What follows belongs to an exercise in optimizing a design on an open flow for small area and a short achievable clock period; a production flow would make more cautious choices.
Function was not checked in any run shown here: the RTL went through the layout flow alone.
No activity file was given, so power comes from the tool's default toggle rates.

## flow/flow/run.sh

```bash
#!/bin/bash
# The standard layout (standard.sh, unchanged synthesis), with two
# settings changed:
#  - the timing repair steps aim for a setup slack margin well above zero,
#    so the layout is optimised for speed rather than only for the loose
#    clock period;
#  - the port buffers that every input and output gets are buf_2 cells
#    rather than the resizer's default pick (a slow delay buffer).
# The full tool output goes to standard.log in this folder.
set -uo pipefail
bash standard.sh SETUP_SLACK_MARGIN=20 "BUFFER_PORTS_ARGS=-buffer_cell sky130_fd_sc_hd__buf_2" finish > standard.log 2>&1
```

## flow/standard.sh

```bash
#!/bin/bash
# synth_recipe.tcl (not shown) runs the flow's synth.tcl, then flattens the netlist and writes it again
# the make line also repeats each setting of config.mk as NAME=value (left out here)
make -C /OpenROAD-flow-scripts/flow DESIGN_CONFIG=/design/flow/config.mk WORK_HOME=/design/flow/orfs CLKGATE_MAP_FILE= SYNTH_SCRIPT=/design/flow/synth_recipe.tcl "${@:-finish}"
```

## flow/config.mk

```make
export PLATFORM = sky130hd
export DESIGN_NAME = GameModeEazy
export DESIGN_NICKNAME = GameModeEazy
export VERILOG_FILES = /design/flow/design.v
export SDC_FILE = /design/flow/constraint.sdc
export NUM_CORES = 4
export LEC_CHECK = 0
export CAP_MARGIN = 20
export CORE_MARGIN = 2
export CORE_UTILIZATION = 30
export GPL_ROUTABILITY_DRIVEN = 1
export SLEW_MARGIN = 20
export SYNTH_HIERARCHICAL = 1
export SYNTH_MINIMUM_KEEP_SIZE = 0
```

## flow/constraint.sdc

```tcl
create_clock -name core_clock -period 28.0 [get_ports {clk}]
set_input_delay 5.6000 -clock core_clock [delete_from_list [all_inputs] [get_ports {clk}]]
set_output_delay 5.6000 -clock core_clock [all_outputs]
set_load 0.01 [all_outputs]
```

## flow/design.v

```verilog
`timescale 1ns / 1ps
module judge(
	input [63:0]num,
	output [15:0] judge
    );
assign judge[0] = (num[3:0]==4'b0000)?1'b0:1'b1;	
assign judge[1] = (num[7:4]==4'b0000)?1'b0:1'b1;
assign judge[2] = (num[11:8]==4'b0000)?1'b0:1'b1;
assign judge[3] = (num[15:12]==4'b0000)?1'b0:1'b1;
assign judge[4] = (num[19:16]==4'b0000)?1'b0:1'b1;
assign judge[5] = (num[23:20]==4'b0000)?1'b0:1'b1;
assign judge[6] = (num[27:24]==4'b0000)?1'b0:1'b1;
assign judge[7] = (num[31:28]==4'b0000)?1'b0:1'b1;
assign judge[8] = (num[35:32]==4'b0000)?1'b0:1'b1;
assign judge[9] = (num[39:36]==4'b0000)?1'b0:1'b1;
assign judge[10] = (num[43:40]==4'b0000)?1'b0:1'b1;
assign judge[11] = (num[47:44]==4'b0000)?1'b0:1'b1;
assign judge[12] = (num[51:48]==4'b0000)?1'b0:1'b1;
assign judge[13] = (num[55:52]==4'b0000)?1'b0:1'b1;
assign judge[14] = (num[59:56]==4'b0000)?1'b0:1'b1;
assign judge[15] = (num[63:60]==4'b0000)?1'b0:1'b1;
endmodule
module pick(
	input  wire       rst,
	input  wire       load,
	input  wire [3:0] btn,
	input  wire [3:0] mode,
	output wire [3:0] sd,
	output wire       sh,
	output wire       sl,
	output wire       go
);
	wire m3 = (mode == 4'b0011);
	assign go = ~rst & ~load & m3;
	assign sd[0] = go & btn[0];
	assign sd[1] = go & ~btn[0] & btn[1];
	assign sd[2] = go & ~btn[0] & ~btn[1] & btn[2];
	assign sd[3] = go & ~btn[0] & ~btn[1] & ~btn[2] & btn[3];
	assign sh = ~rst & ~load & ~(m3 & (|btn));
	assign sl = ~rst & load;
endmodule
module GameModeEazy(
input wire clk,
input wire rst,
input wire load,
input wire [63:0] load_board,
input wire [3:0]btn,
input wire [3:0]mode,
output wire [63:0] num,
output wire [15:0] judge
    );
reg [63:0] num_reg;
wire [15:0] nz;      
reg [1:0] count;
assign num = num_reg;
judge m0(.num(num),.judge(judge));
wire [1:0] cnt_n = count + 2'd1;
wire [3:0] c1h = {cnt_n == 2'd3, cnt_n == 2'd2, cnt_n == 2'd1, cnt_n == 2'd0};
wire [3:0] sd;
wire sh, sl, go;
pick m1(.rst(rst), .load(load), .btn(btn), .mode(mode), .sd(sd), .sh(sh), .sl(sl), .go(go));
	function [20:0] dctl;
		input [3:0] n;      
		input [2:0] q;      
		input [2:0] f;      
		input [3:0] b3;     
		input [2:0] f7;     
		reg h0, t1, h1, t2, h2, t3, s0, s1, s2, s3;
		reg p00, p01, p02, p03, p11, p12, p13, p22, p23, p33;
		begin
			h0 = q[0];
			t1 = h0;
			h1 = q[1] & ~t1;
			t2 = n[1] ? h1 : t1;
			h2 = q[2] & ~t2;
			t3 = n[2] ? h2 : t2;
			s0 = n[0] & ~(h0 & f[0]);
			s1 = n[1] & ~t1 & ~(h1 & f[1]);
			s2 = n[2] & ~t2 & ~(h2 & f[2]);
			s3 = n[3] & ~t3;
			p00 = s0; p01 = ~s0 & s1; p02 = ~s0 & ~s1 & s2; p03 = ~s0 & ~s1 & ~s2 & s3;
			p11 = s0 & s1; p12 = ((s0 & ~s1) | (~s0 & s1)) & s2;
			p13 = ((s0 & ~s1 & ~s2) | (~s0 & s1 & ~s2) | (~s0 & ~s1 & s2)) & s3;
			p22 = s0 & s1 & s2; p23 = ((s0 & s1 & ~s2) | (s0 & ~s1 & s2) | (~s0 & s1 & s2)) & s3;
			p33 = s0 & s1 & s2 & s3;
			dctl = {(s0 & (b3[0] | (h0 & f7[0]))) | (s1 & (b3[1] | (h1 & f7[1]))) |
			        (s2 & (b3[2] | (h2 & f7[2]))) | (s3 & b3[3]),
			        p33, p22 | p23, p11 | p12 | p13, s0 | s1 | s2 | s3,
			        p22 & h2, p12 & h2, p11 & h1, p02 & h2, p01 & h1, p00 & h0,
			        p33, p23, p22 & ~h2, p13, p12 & ~h2, p11 & ~h1, p03, p02 & ~h2, p01 & ~h1, p00 & ~h0};
		end
	endfunction
	function [15:0] spawn;
		input [15:0] em;
		input [3:0]  c;       
		input        changed;
		reg f0, f1, f2, f3, g0, g1, g2, g3;
		begin
			f0 = ~(|em[4:0]);
			f1 = ~(|em[9:5]);
			f2 = ~(|em[14:10]);
			f3 = ~em[15];
			g0 = changed & (c[0] | (c[1] & f1 & f2 & f3) | (c[2] & f2 & f3) | (c[3] & f3));
			g1 = changed & (c[1] | (c[2] & f2 & f3 & f0) | (c[3] & f3 & f0) | (c[0] & f0));
			g2 = changed & (c[2] | (c[3] & f3 & f0 & f1) | (c[0] & f0 & f1) | (c[1] & f1));
			g3 = changed & (c[3] | (c[0] & f0 & f1 & f2) | (c[1] & f1 & f2) | (c[2] & f2));
			spawn[0]  = g0 & em[0];
			spawn[1]  = g0 & ~em[0] & em[1];
			spawn[2]  = g0 & ~em[0] & ~em[1] & em[2];
			spawn[3]  = g0 & ~em[0] & ~em[1] & ~em[2] & em[3];
			spawn[4]  = g0 & ~em[0] & ~em[1] & ~em[2] & ~em[3] & em[4];
			spawn[5]  = g1 & em[5];
			spawn[6]  = g1 & ~em[5] & em[6];
			spawn[7]  = g1 & ~em[5] & ~em[6] & em[7];
			spawn[8]  = g1 & ~em[5] & ~em[6] & ~em[7] & em[8];
			spawn[9]  = g1 & ~em[5] & ~em[6] & ~em[7] & ~em[8] & em[9];
			spawn[10] = g2 & em[10];
			spawn[11] = g2 & ~em[10] & em[11];
			spawn[12] = g2 & ~em[10] & ~em[11] & em[12];
			spawn[13] = g2 & ~em[10] & ~em[11] & ~em[12] & em[13];
			spawn[14] = g2 & ~em[10] & ~em[11] & ~em[12] & ~em[13] & em[14];
			spawn[15] = g3 & em[15];
		end
	endfunction
wire [15:0] f15, f7, b3;
wire [63:0] inc;
genvar i, l, p, d, j, k;
generate
for (i = 0; i < 16; i = i + 1) begin : cl
	assign nz[i]  = |num_reg[4*i +: 4];
	assign f15[i] = &num_reg[4*i +: 4];
	assign f7[i]  = num_reg[4*i +: 4] == 4'd7;
	assign b3[i]  = num_reg[4*i + 3];
	assign inc[4*i +: 4] = num_reg[4*i +: 4] + 4'd1;
end
endgenerate
wire [63:0] tv [0:3];
wire [15:0] oc [0:3];
wire [3:0]  ch [0:3];
wire [3:0]  bg [0:3];
generate
for (l = 0; l < 8; l = l + 1) begin : pl
	localparam integer B = (l < 4) ? l : 4*(l-4);
	localparam integer S = (l < 4) ? 4 : 1;
	localparam integer DF = (l < 4) ? 0 : 2;
	localparam integer LI = (l < 4) ? l : l - 4;
	wire [3:0] c0 = num_reg[4*(B)     +: 4];
	wire [3:0] c1 = num_reg[4*(B+S)   +: 4];
	wire [3:0] c2 = num_reg[4*(B+2*S) +: 4];
	wire [3:0] c3 = num_reg[4*(B+3*S) +: 4];
	wire [3:0] n = {nz[B+3*S], nz[B+2*S], nz[B+S], nz[B]};
	wire [3:0] fl = {f15[B+3*S], f15[B+2*S], f15[B+S], f15[B]};
	wire [3:0] f7l = {f7[B+3*S], f7[B+2*S], f7[B+S], f7[B]};
	wire [3:0] b3l = {b3[B+3*S], b3[B+2*S], b3[B+S], b3[B]};
	wire [3:0] x0 = c1 | (c2 & {4{~n[1]}}) | (c3 & {4{~n[1] & ~n[2]}});
	wire [3:0] x1 = c2 | (c3 & {4{~n[2]}});
	wire E0 = n[0] & (c0 == x0);
	wire E1 = n[1] & (c1 == x1);
	wire E2 = n[2] & (c2 == c3);
	wire [2:0] qf = {E2, E1, E0};
	wire [2:0] qb = {n[1] & E0, n[2] & (n[1] ? E1 : E0), n[2] ? E2 : (n[1] ? E1 : E0)};
	wire [9:0] fpp, bpp;
	wire [5:0] fpi, bpi;
	wire [3:0] fc, bc;
	wire fbig, bbig;
	assign {fbig, fc, fpi, fpp} = dctl(n, qf, fl[2:0], b3l, f7l[2:0]);
	assign {bbig, bc, bpi, bpp} = dctl({n[0], n[1], n[2], n[3]}, qb, {fl[1], fl[2], fl[3]},
	                                   {b3l[0], b3l[1], b3l[2], b3l[3]}, {f7l[1], f7l[2], f7l[3]});
	wire [9:0] gfp = fpp,   gbp = bpp;
	wire [5:0] gfi = fpi,   gbi = bpi;
	wire [3:0] fe0 = c0, fe1 = c1, fe2 = c2, fe3 = c3;
	wire [3:0] fi0 = inc[4*B +: 4], fi1 = inc[4*(B+S) +: 4], fi2 = inc[4*(B+2*S) +: 4];
	wire [3:0] bi0 = inc[4*(B+3*S) +: 4], bi1 = inc[4*(B+2*S) +: 4], bi2 = inc[4*(B+S) +: 4];
	assign tv[DF][4*B +: 4] =
		(c0 & {4{gfp[0]}}) | (c1 & {4{gfp[1]}}) | (c2 & {4{gfp[2]}}) | (c3 & {4{gfp[3]}}) |
		(fi0 & {4{gfi[0]}}) | (fi1 & {4{gfi[1]}}) | (fi2 & {4{gfi[2]}});
	assign tv[DF][4*(B+S) +: 4] =
		(c1 & {4{gfp[4]}}) | (c2 & {4{gfp[5]}}) | (c3 & {4{gfp[6]}}) |
		(fi1 & {4{gfi[3]}}) | (fi2 & {4{gfi[4]}});
	assign tv[DF][4*(B+2*S) +: 4] =
		(c2 & {4{gfp[7]}}) | (c3 & {4{gfp[8]}}) | (fi2 & {4{gfi[5]}});
	assign tv[DF][4*(B+3*S) +: 4] = c3 & {4{gfp[9]}};
	assign tv[DF+1][4*(B+3*S) +: 4] =
		(c3 & {4{gbp[0]}}) | (c2 & {4{gbp[1]}}) | (c1 & {4{gbp[2]}}) | (c0 & {4{gbp[3]}}) |
		(bi0 & {4{gbi[0]}}) | (bi1 & {4{gbi[1]}}) | (bi2 & {4{gbi[2]}});
	assign tv[DF+1][4*(B+2*S) +: 4] =
		(c2 & {4{gbp[4]}}) | (c1 & {4{gbp[5]}}) | (c0 & {4{gbp[6]}}) |
		(bi1 & {4{gbi[3]}}) | (bi2 & {4{gbi[4]}});
	assign tv[DF+1][4*(B+S) +: 4] =
		(c1 & {4{gbp[7]}}) | (c0 & {4{gbp[8]}}) | (bi2 & {4{gbi[5]}});
	assign tv[DF+1][4*B +: 4] = c0 & {4{gbp[9]}};
	for (p = 0; p < 4; p = p + 1) begin : pos
		assign oc[DF][B+p*S]   = fc[p];
		assign oc[DF+1][B+p*S] = bc[3-p];
	end
	wire mg = E0 | E1 | E2;
	assign ch[DF][LI]   = mg | (~n[0] & (n[1] | n[2] | n[3])) | (~n[1] & (n[2] | n[3])) | (~n[2] & n[3]);
	assign ch[DF+1][LI] = mg | (~n[3] & (n[2] | n[1] | n[0])) | (~n[2] & (n[1] | n[0])) | (~n[1] & n[0]);
	assign bg[DF][LI]   = fbig;
	assign bg[DF+1][LI] = fbig;
end
endgenerate
wire [15:0] sp_sel [0:3];
wire [3:0] bgd;
generate
for (d = 0; d < 4; d = d + 1) begin : dir
	assign sp_sel[d] = spawn(~oc[d], c1h, |ch[d]);
	assign bgd[d] = |bg[d];
end
endgenerate
wire [15:0] sel = (sp_sel[0] & {16{sd[0]}}) | (sp_sel[1] & {16{sd[1]}}) | (sp_sel[2] & {16{sd[2]}}) | (sp_sel[3] & {16{sd[3]}});
wire big = |(bgd & sd);
wire [63:0] nxt;
wire [15:0] nzl;
generate
for (i = 0; i < 16; i = i + 1) begin : nx
	assign nxt[4*i +: 4] = (tv[0][4*i +: 4] & {4{sd[0]}}) | (tv[1][4*i +: 4] & {4{sd[1]}}) |
	                       (tv[2][4*i +: 4] & {4{sd[2]}}) | (tv[3][4*i +: 4] & {4{sd[3]}}) |
	                       (num_reg[4*i +: 4] & {4{sh}}) | (load_board[4*i +: 4] & {4{sl}}) |
	                       {2'b00, sel[i] & big, sel[i] & ~big} |
	                       {3'b000, rst & (i == 1 || i == 15)};
	assign nzl[i] = |load_board[4*i +: 4];
end
endgenerate
always @(posedge clk) begin
	num_reg <= nxt;
	if (rst) count <= 2'b00;
	else if (go) count <= cnt_n;
end
endmodule
```

==> insert_results.sql, run 1 <==
INSERT INTO impl_metrics (metric_group, metric, value, unit) VALUES
('cts', 'clkLatencyLatePin', '0.39', 'ns'),
('floorplan', 'chipWidth', '257', 'µm'),
('floorplan', 'initial_utilization', '30.4', '%'),
('synth', 'synth_edf_count', '0', ''),
('cts', 'htreeDepth', '3', ''),
('synth', 'synth_cells', '2865', ''),
('synth', 'synthDominantAreaCellType', 'sky130_fd_sc_hd__dfxtp_1', ''),
('synth', 'ys_dominant_reg_cell', 'sky130_fd_sc_hd__dfxtp_1', ''),
('timing', 'setup_total_negative_slack', '0', 'ns'),
('grt', 'grt_max_degree', '64', ''),
('route', 'drtAntennaViolNets', '0', ''),
('synth', 'post_syn_nets', '3032', ''),
('placement', 'detailedPlacementHpwl', '89600', 'µm'),
('placement', 'gpl.final_weighted_congestion', '1.07', ''),
('cts', 'cts_num_sinks', '66', ''),
('placement', 'place_worst_setup_slack', '19.24', 'ns'),
('floorplan', 'rows', '92', ''),
('status', 'status', 'complete, no violations', ''),
('cts', 'tritoncts', 'yes', ''),
('floorplan', 'die_height', '257', 'µm'),
('layout', 'syn_to_final_growth', '11.8', '%'),
('grt', 'initial_antenna_violation_count', '1', ''),
('timing', 'setup_ws', '20.06', 'ns'),
('grt', 'grt_pass1_wl', '167000', 'µm'),
('synth', 'yosysTopAreaCellShare', '6.90', '%'),
('layout', 'final_core_util', '34.0', '%'),
('floorplan', 'boundaryPins', '155', ''),
('synth', 'synth_warnings', '7', ''),
('cts', 'post_cts_hold_buffer_count', '0', ''),
('floorplan', 'placeableCoreArea', '63100', 'µm²'),
('timing', 'fmaxAchievable', '126', 'MHz'),
('placement', 'port-buffer-count', '154', ''),
('synth', 'synth.cell_area', '19100', 'µm²'),
('timing', 'finalWorstPathRequiredPeriod', '7.94', 'ns'),
('pwr', 'ir_drop', '34.5', 'µV'),
('cts', 'clk_pin_slew', '0.07', 'ns'),
('worst_hold_path', 'min-delay-path-class', 'reg -> reg', ''),
('route', 'route.detailed.drc', '0', ''),
('setup_path', 'worstSetupEndpointType', 'register', ''),
('route', 'post_drt_via_cell_ratio', '6.87', ''),
('layout', 'post_route_cells_drive_above_1_share', '16.1', '%'),
('route', 'dr_total_vias', '25900', ''),
('grt', 'first_global_vias', '23300', ''),
('route', 'routed_wl', '118000', 'µm'),
('grt', 'grt_overflow', '0', ''),
('timing', 'worst_hold_slack', '0.607', 'ns'),
('route', 'avgRoutedWirePerCell', '31.4', 'µm'),
('setup_path', 'critical_path_required', '28.23', 'ns'),
('timing', 'layout_worst_path_cycle_share', '28.3', '%'),
('cts', 'cts-root-to-sink-buffers', '2', ''),
('layout', 'largest_register_ff_count', '64', ''),
('timing', 'timing.final.hold_violations', '0', ''),
('cts', 'num_cts_buffers', '9', ''),
('setup_path', 'cp_max_fo', '16', ''),
('synth', 'synth-seq-cells', '66', ''),
('grt', 'grt_util_all_layers', '34.1', '%'),
('layout', 'final_nets', '3088', ''),
('timing', 'worst_slew_pin_slew', '1.15', 'ns'),
('setup_path', 'crit_arrival', '8.16', 'ns'),
('setup_path', 'critPathLaunchType', 'primary input', ''),
('synth', 'synth_area_per_cell', '6.68', 'µm²'),
('timing', 'relSlewSlack', '23.0', '%'),
('timing', 'unrepaired_setup_endpoints_after_global_routing', 'no', ''),
('timing', 'timing.clock.skew', '0.0103', 'ns'),
('flow_run', 'drv.max_cap_violation_count', '0', ''),
('floorplan', 'full_die_area', '65900', 'µm²'),
('timing', 'report.final.setup_viol', '0', ''),
('synth', 'yosys-top-cells-area', 'sky130_fd_sc_hd__dfxtp_1 6.9%, sky130_fd_sc_hd__xnor2_1 6.8%, sky130_fd_sc_hd__ha_1 6.0%', ''),
('cts', 'clockRootBuffer', 'sky130_fd_sc_hd__clkbuf_16', ''),
('synth', 'ys_types', '121', ''),
('setup_path', 'path_class', 'in -> reg', ''),
('route', 'drtIter0Drc', '5100', ''),
('route', 'detail_route.first_pass.iterations', '7', ''),
('timing', 'drv_slew', '0', ''),
('synth', 'asyncSetResetFlopFracSynth', '0', '%'),
('pwr', 'powerDensity', '42.6', 'nW/µm²'),
('pwr', 'p_leak', '0.00784', 'µW'),
('synth', 'synth_seq_area_share', '6.90', '%');
-- synth_stat cells, types with 63 or more instances --
master / instances
sky130_fd_sc_hd__a21oi_1: 164
sky130_fd_sc_hd__inv_1: 119
sky130_fd_sc_hd__dfxtp_1: 66
sky130_fd_sc_hd__clkbuf_1: 156
sky130_fd_sc_hd__nor2_1: 250
sky130_fd_sc_hd__o21ai_0: 217
sky130_fd_sc_hd__nand3_1: 108
sky130_fd_sc_hd__nand2_1: 292
sky130_fd_sc_hd__a222oi_1: 63
sky130_fd_sc_hd__ha_1: 92
sky130_fd_sc_hd__nor3_1: 85
sky130_fd_sc_hd__xnor2_1: 149
-- stage by stage --
step	total power, µW	instances	cell area [µm²]
4_1_cts	875	3767	21300
2_1_floorplan	526	2865	19100
6_report	912	3773	21400
3_5_place_dp	751	3751	20900
5_1_grt	941	3772	21400
3_3_place_gp	756	3751	20900
-- per-module statistics from Yosys, one instance, submodules excluded --
| module | flops+latches | cell area [µm²] | cells |
|---|---|---|---|
| judge | 0 | 120 | 16 |
| GameModeEazy | 66 | 18900 | 2837 |
| pick | 0 | 98.8 | 12 |
-- placed cells by master (no fill, tap or decap), types with 16 or more instances in the layout --
master                     instances
sky130_fd_sc_hd__nor4_1           25
sky130_fd_sc_hd__buf_2           154
sky130_fd_sc_hd__xnor2_1         149
sky130_fd_sc_hd__o31ai_1          18
sky130_fd_sc_hd__mux2i_1          38
sky130_fd_sc_hd__nand2b_1         22
sky130_fd_sc_hd__and3_1           31
sky130_fd_sc_hd__a221oi_1         50
sky130_fd_sc_hd__a22oi_1          39
sky130_fd_sc_hd__ha_1             92
sky130_fd_sc_hd__a22o_1           20
sky130_fd_sc_hd__or2_2            62
sky130_fd_sc_hd__nor2b_1          24
sky130_fd_sc_hd__o21ai_0         216
sky130_fd_sc_hd__o221ai_1         30
sky130_fd_sc_hd__or4_1            26
sky130_fd_sc_hd__o22ai_1          48
sky130_fd_sc_hd__a222oi_1         63
sky130_fd_sc_hd__and3b_1          16
sky130_fd_sc_hd__a31oi_1          49
sky130_fd_sc_hd__nand3_1         107
sky130_fd_sc_hd__nand2_1         292
sky130_fd_sc_hd__dfxtp_1          66
sky130_fd_sc_hd__inv_1           119
sky130_fd_sc_hd__a221o_1          36
sky130_fd_sc_hd__nor2_1          249
sky130_fd_sc_hd__a21oi_1         164
sky130_fd_sc_hd__nor3_1           84
sky130_fd_sc_hd__and2_1           19
sky130_fd_sc_hd__nand4_1          22
sky130_fd_sc_hd__xor2_1           36
sky130_fd_sc_hd__o21ai_1          20
sky130_fd_sc_hd__o211ai_1         32
sky130_fd_sc_hd__a211oi_1         26
sky130_fd_sc_hd__buf_4           112
sky130_fd_sc_hd__or3_1            30
-- cells by family after synthesis --
kind of cell | Yosys count | share of synthesized area, %
xor+xnor | 185 | 8.46
fa+ha+maj | 92 | 6.01
simple gates | 1131 | 31.4
mux | 47 | 2.59
flops | 66 | 6.90
buf+inv | 350 | 7.34
compound gates | 994 | 37.3
-- cell type report --
| class | count | area, µm² |
|---|---|---|
| Clock buffer | 14 | 274 |
| Sequential cell | 66 | 1320 |
| Fill cell | 7050 | 41700 |
| Multi-Input combinational cell | 2449 | 16600 |
| Clock inverter | 2 | 10.0 |
| Timing Repair Buffer | 273 | 1730 |
| Antenna cell | 1 | 2.50 |
| Inverter | 122 | 458 |
| Tap cell | 846 | 1060 |
-- worst max-delay path: stages --
cell	delay [ns]
sky130_fd_sc_hd__buf_2	0.28
sky130_fd_sc_hd__nor4_4	0.08
sky130_fd_sc_hd__buf_4	0.18
sky130_fd_sc_hd__inv_1	0.44
sky130_fd_sc_hd__buf_4	0.33
sky130_fd_sc_hd__a32oi_1	0.11
sky130_fd_sc_hd__nor2_2	0.88
sky130_fd_sc_hd__o221ai_1	0.24
-- final timing paths --
kind          startpoint         end  slack [ns]  cells after the start
min             count[1]    count[1]        0.61                      2
max reg2reg  num_reg[24]  num_reg[0]       20.73                     21
max                  rst  num_reg[1]       20.06                      8
min reg2reg     count[1]    count[1]        0.61                      2
-- layer usage --
layer	vias up	GRT usage, %	part of all wire, %
met4	2	21.1	7.5
met5	-	0	0.012
met3	470	5.81	13
li1	11000	-	-
met2	2210	51.2	42
met1	12200	45.2	38
-- where the power goes --
part / switching [µW] / leakage [µW] / internal (µW)
Sequential: 5.99 / 0.000545 / 99.7
Combinational: 479 / 0.00716 / 203
Clock: 57.6 / 0.000143 / 67.1
Total: 543 / 0.00784 / 370
-- what timing repair did --
| action | in CTS | in global routing |
|---|---|---|
| pin swaps | 0 | 2 |
| gates resized for setup | 8 | 19 |
| cloned | 0 | 2 |
| setup endpoints to repair | 29 | 31 |
| setup buffers | 0 | 3 |
==> run 2: changes to the inputs <==
--- a/flow/design.v
+++ b/flow/design.v
@@ -58,5 +58,11 @@
 wire [3:0] c1h = {cnt_n == 2'd3, cnt_n == 2'd2, cnt_n == 2'd1, cnt_n == 2'd0};
-wire [3:0] sd;
-wire sh, sl, go;
-pick m1(.rst(rst), .load(load), .btn(btn), .mode(mode), .sd(sd), .sh(sh), .sl(sl), .go(go));
+wire [3:0] sdr [0:3];
+wire [3:0] shr, slr, gor;
+genvar g;
+generate
+for (g = 0; g < 4; g = g + 1) begin : pk
+	pick m(.rst(rst), .load(load), .btn(btn), .mode(mode), .sd(sdr[g]), .sh(shr[g]), .sl(slr[g]), .go(gor[g]));
+end
+endgenerate
+wire go = gor[0];
 	function [20:0] dctl;
@@ -210,4 +216,2 @@
 endgenerate
-wire [15:0] sel = (sp_sel[0] & {16{sd[0]}}) | (sp_sel[1] & {16{sd[1]}}) | (sp_sel[2] & {16{sd[2]}}) | (sp_sel[3] & {16{sd[3]}});
-wire big = |(bgd & sd);
 wire [63:0] nxt;
@@ -216,2 +220,6 @@
 for (i = 0; i < 16; i = i + 1) begin : nx
+	wire [3:0] sd = sdr[i/4];
+	wire sh = shr[i/4], sl = slr[i/4];
+	wire sel = (sp_sel[0][i] & sd[0]) | (sp_sel[1][i] & sd[1]) | (sp_sel[2][i] & sd[2]) | (sp_sel[3][i] & sd[3]);
+	wire big = |(bgd & sd);
 	assign nxt[4*i +: 4] = (tv[0][4*i +: 4] & {4{sd[0]}}) | (tv[1][4*i +: 4] & {4{sd[1]}}) |
@@ -219,3 +227,3 @@
 	                       (num_reg[4*i +: 4] & {4{sh}}) | (load_board[4*i +: 4] & {4{sl}}) |
-	                       {2'b00, sel[i] & big, sel[i] & ~big} |
+	                       {2'b00, sel & big, sel & ~big} |
 	                       {3'b000, rst & (i == 1 || i == 15)};
==> run 2 against run 1 <==
Net effect:
- combinational power up 6.0%
- non-clock buffer count fell by 11
- routed wire length increased by 1.1%
- final area rose by 0.51%
- worst hold slack got worse by 0.053 ns
- critical path depth unchanged
- synthesized area up 1.6%
- critical endpoint is now num_reg[19]
- largest power group unchanged
==> insert_results.sql, run 2 <==
INSERT INTO impl_metrics (metric_group, metric, value, unit) VALUES
('worst_hold_path', 'worstHoldPathCells', '2', ''),
('floorplan', 'initial_utilization', '30.2', '%'),
('cts', 'cts.repair_timing.setup_buffer_count', '0', ''),
('floorplan', 'placeableCoreArea', '64300', 'µm²'),
('setup_path', 'cp.buffers_inverters', '2', ''),
('route', 'detail_route.first_pass.iterations', '10', ''),
('cts', 'clk_pin_slew', '0.06', 'ns'),
('grt', 'initial_antenna_violation_count', '2', ''),
('synth', 'synth.cell_area', '19500', 'µm²'),
('route', 'drtAntennaViolNets', '0', ''),
('layout', 'final_nets', '3144', ''),
('timing', 'finalWorstPathRequiredPeriod', '8.00', 'ns'),
('grt', 'grt_max_degree', '30', ''),
('setup_path', 'worstRegToRegCells', '16', ''),
('timing', 'report.final.setup_viol', '0', ''),
('route', 'drtIter0Drc', '4157', ''),
('placement', 'place_worst_setup_slack', '19.74', 'ns'),
('layout', 'final_cell_count_no_fill', '3837', ''),
('setup_path', 'worst_path_most_repeated_cell', 'sky130_fd_sc_hd__nor2_1', ''),
('cts', 'tritoncts', 'yes', ''),
('setup_path', 'critical_path.top_delay_family', 'compound AO/OA/AOI/OAI gates', ''),
('setup_path', 'startpoint', 'rst', ''),
('synth', 'post_syn_nets', '3098', ''),
('synth', 'synth_cells', '2931', ''),
('pwr', 'powerDensity', '43.9', 'nW/µm²'),
('layout', 'post_route_cells_drive_above_1_share', '14.2', '%'),
('placement', 'port-buffer-count', '154', ''),
('setup_path', 'critPathLaunchType', 'primary input', ''),
('route', 'route.detailed.drc', '0', ''),
('setup_path', 'path_class', 'in -> reg', ''),
('flow_run', 'drv.max_cap_violation_count', '0', ''),
('route', 'routed_wl', '120000', 'µm'),
('status', 'status', 'complete, no violations', ''),
('timing', 'timing.clock.skew', '0.00958', 'ns'),
('setup_path', 'worstSetupEndpointType', 'register', ''),
('route', 'avgRoutedWirePerCell', '31.2', 'µm'),
('setup_path', 'timing.critical_path.cells', 'buf_2, nor2_1, and4bb_2, inv_1, nor2_1, a221o_1, a222oi_1, o221ai_1', ''),
('setup_path', 'cp_max_fo', '25', ''),
('layout', 'largest_register_ff_count', '64', ''),
('floorplan', 'chipWidth', '259', 'µm'),
('cts', 'post_cts_hold_buffer_count', '0', ''),
('timing', 'worst_slew_pin_slew', '1.20', 'ns'),
('layout', 'layout_commonest_cell', 'sky130_fd_sc_hd__nand2_1', ''),
('timing', 'unrepaired_setup_endpoints_after_global_routing', 'no', ''),
('setup_path', 'reg2reg_slack', '20.78', 'ns'),
('setup_path', 'critical_path.reg2reg.endpoint', 'num_reg[33]', ''),
('worst_hold_path', 'min_from', 'num_reg[7]', ''),
('grt', 'grt_util_all_layers', '34.2', '%'),
('timing', 'relSlewSlack', '19.0', '%'),
('timing', 'fmaxAchievable', '125', 'MHz'),
('layout', 'antennaDiodeCount', '0', ''),
('cts', 'num_cts_buffers', '9', ''),
('grt', 'grt_pass1_wl', '169000', 'µm'),
('route', 'post_drt_via_cell_ratio', '6.77', ''),
('placement', 'detailedPlacementHpwl', '95600', 'µm'),
('timing', 'drv_slew', '0', ''),
('worst_hold_path', 'min-delay-path-class', 'reg -> reg', ''),
('cts', 'clockRootBuffer', 'sky130_fd_sc_hd__clkbuf_16', ''),
('timing', 'layout_worst_path_cycle_share', '28.6', '%'),
('timing', 'timing.final.hold_violations', '0', ''),
('floorplan', 'full_die_area', '66900', 'µm²'),
('layout', 'syn_to_final_growth', '10.6', '%'),
('setup_path', 'crit_arrival', '8.25', 'ns'),
('pwr', 'p_leak', '0.00805', 'µW'),
('cts', 'post_cts_resize_count', '0', ''),
('timing', 'setup_ws', '20.00', 'ns'),
('worst_hold_path', 'min_to', 'num_reg[7]', ''),
('setup_path', 'critical_path_required', '28.25', 'ns'),
('layout', 'design_area', '21500', 'µm²'),
('setup_path', 'cp_slowest_cell', 'sky130_fd_sc_hd__buf_2', ''),
('pwr', 'ir_drop', '37.0', 'µV'),
('synth', 'synth_area_per_cell', '6.64', 'µm²'),
('placement', 'dpl_cell_area', '21200', 'µm²'),
('pwr', 'finalPower', '944', 'µW'),
('layout', 'layout_common_cells', '337 x sky130_fd_sc_hd__nand2_1, 250 x sky130_fd_sc_hd__nor2_1, 199 x sky130_fd_sc_hd__o21ai_0', ''),
('floorplan', 'rows', '93', ''),
('cts', 'cts_num_sinks', '66', ''),
('setup_path', 'worstReg2RegStart', 'num_reg[21]', ''),
('route', 'dr_total_vias', '26000', ''),
('cts', 'clkLatencyLatePin', '0.39', 'ns'),
('synth', 'synth_warnings', '7', ''),
('grt', 'first_global_vias', '23300', ''),
('cts', 'htreeDepth', '3', ''),
('placement', 'gpl.final_weighted_congestion', '1.06', ''),
('grt', 'grt_overflow', '0', ''),
('cts', 'cts-root-to-sink-buffers', '2', ''),
('setup_path', 'worst_path_largest_cell_delay', '0.56', 'ns'),
('floorplan', 'boundaryPins', '155', ''),
('timing', 'setup_total_negative_slack', '0', 'ns'),
('floorplan', 'die_height', '259', 'µm'),
('placement', 'post-place-cells', '3819', '');
==> run 2: worst max path at each step <==
stage / slack, ns / end / cells past startpoint
final: 20.00 / num_reg[19] / 8
after global routing: 20.07 / num_reg[19] / 8
after CTS: 20.14 / num_reg[52] / 9
after detailed placement: 19.74 / num_reg[52] / 9
after global placement: 19.74 / num_reg[52] / 9
after floorplan: 20.30 / num_reg[49] / 7
==> run 2: worst register-to-register path, cell delays in order, from the launching register on <==
cell and delay [ns]:
sky130_fd_sc_hd__dfxtp_1 0.51, sky130_fd_sc_hd__inv_1 0.33, sky130_fd_sc_hd__ha_1 0.27, sky130_fd_sc_hd__nor3b_4 0.88
sky130_fd_sc_hd__o22ai_1 0.21, sky130_fd_sc_hd__xnor2_1 0.20, sky130_fd_sc_hd__and3_1 0.38, sky130_fd_sc_hd__a21oi_1 0.57
sky130_fd_sc_hd__ha_1 0.47, sky130_fd_sc_hd__inv_1 0.16, sky130_fd_sc_hd__nor4_2 1.04, sky130_fd_sc_hd__nand4_1 0.28
sky130_fd_sc_hd__nor3_4 0.45, sky130_fd_sc_hd__a2111oi_4 0.16, sky130_fd_sc_hd__nor4_1 0.70, sky130_fd_sc_hd__a221oi_1 0.28
sky130_fd_sc_hd__o2111ai_1 0.24
==> run 2: final cells by class <==
class | count | area, µm²
flip-flops and latches | 66 | 1320
inverters | 132 | 495
fillers | 7086 | 42800
clock inverters | 6 | 33.8
repair buffers | 262 | 1590
well taps | 855 | 1070
clock buffers | 10 | 229
multi-input cells | 2506 | 16800
==> run 2: where the power goes <==
group / internal (µW) / switching [µW]
clock: 59.2 / 54.2
combinational: 216 / 506
sequential: 100 / 7.49
==> run 2: per-stage QoR <==
stage                     utilization, %  hold slack, ns
after detailed placement            33.0           0.539
after global routing                33.5           0.580
after floorplan                        -           0.514
after CTS                           33.4           0.556
final                               33.5           0.554
after global placement              33.0           0.522
==> run 2: layer usage <==
| metal | up-vias | part of all wire, % | GRT usage [%] |
|---|---|---|---|
| li1 | 11200 | - | - |
| met1 | 12300 | 39 | 44.8 |
| met2 | 2041 | 42 | 51.9 |
| met3 | 366 | 12 | 7.47 |
| met4 | 4 | 6.7 | 19.2 |
| met5 | - | 0.023 | 0 |

port drivers added, routing unchanged:
No port has a modelled driver above. Below, the same layouts with a new extraction and two added sets of constraints. Step 1 sets driving cells, clkbuf_16 on the clock port and buf_2 on the other inputs (assumed; they add their load-dependent delay and slew). Step 2 moves the port delays by t, midway between the first and last clock arrival at a register: inputs arrive t later, outputs are due t later. That takes back most of the time a late clock gives input paths. Slacks: no drivers / after step 1 / after step 2; pairs: no drivers / after step 1.
run | t, ns | setup WS [ns] | worst setup path at the end | worst data-port slew with drivers (ns)
run 1 | 0.456 | 20.063 / 20.108 / 19.653 | input to register | 0.04
run 2 | 0.443 | 19.997 / 20.030 / 19.588 | input to register | 0.05
After both steps setup and hold are still met in every run listed. The setup slack of run 1, which loses most, moves by +0.045 ns with the drivers and by -0.410 ns with both steps.
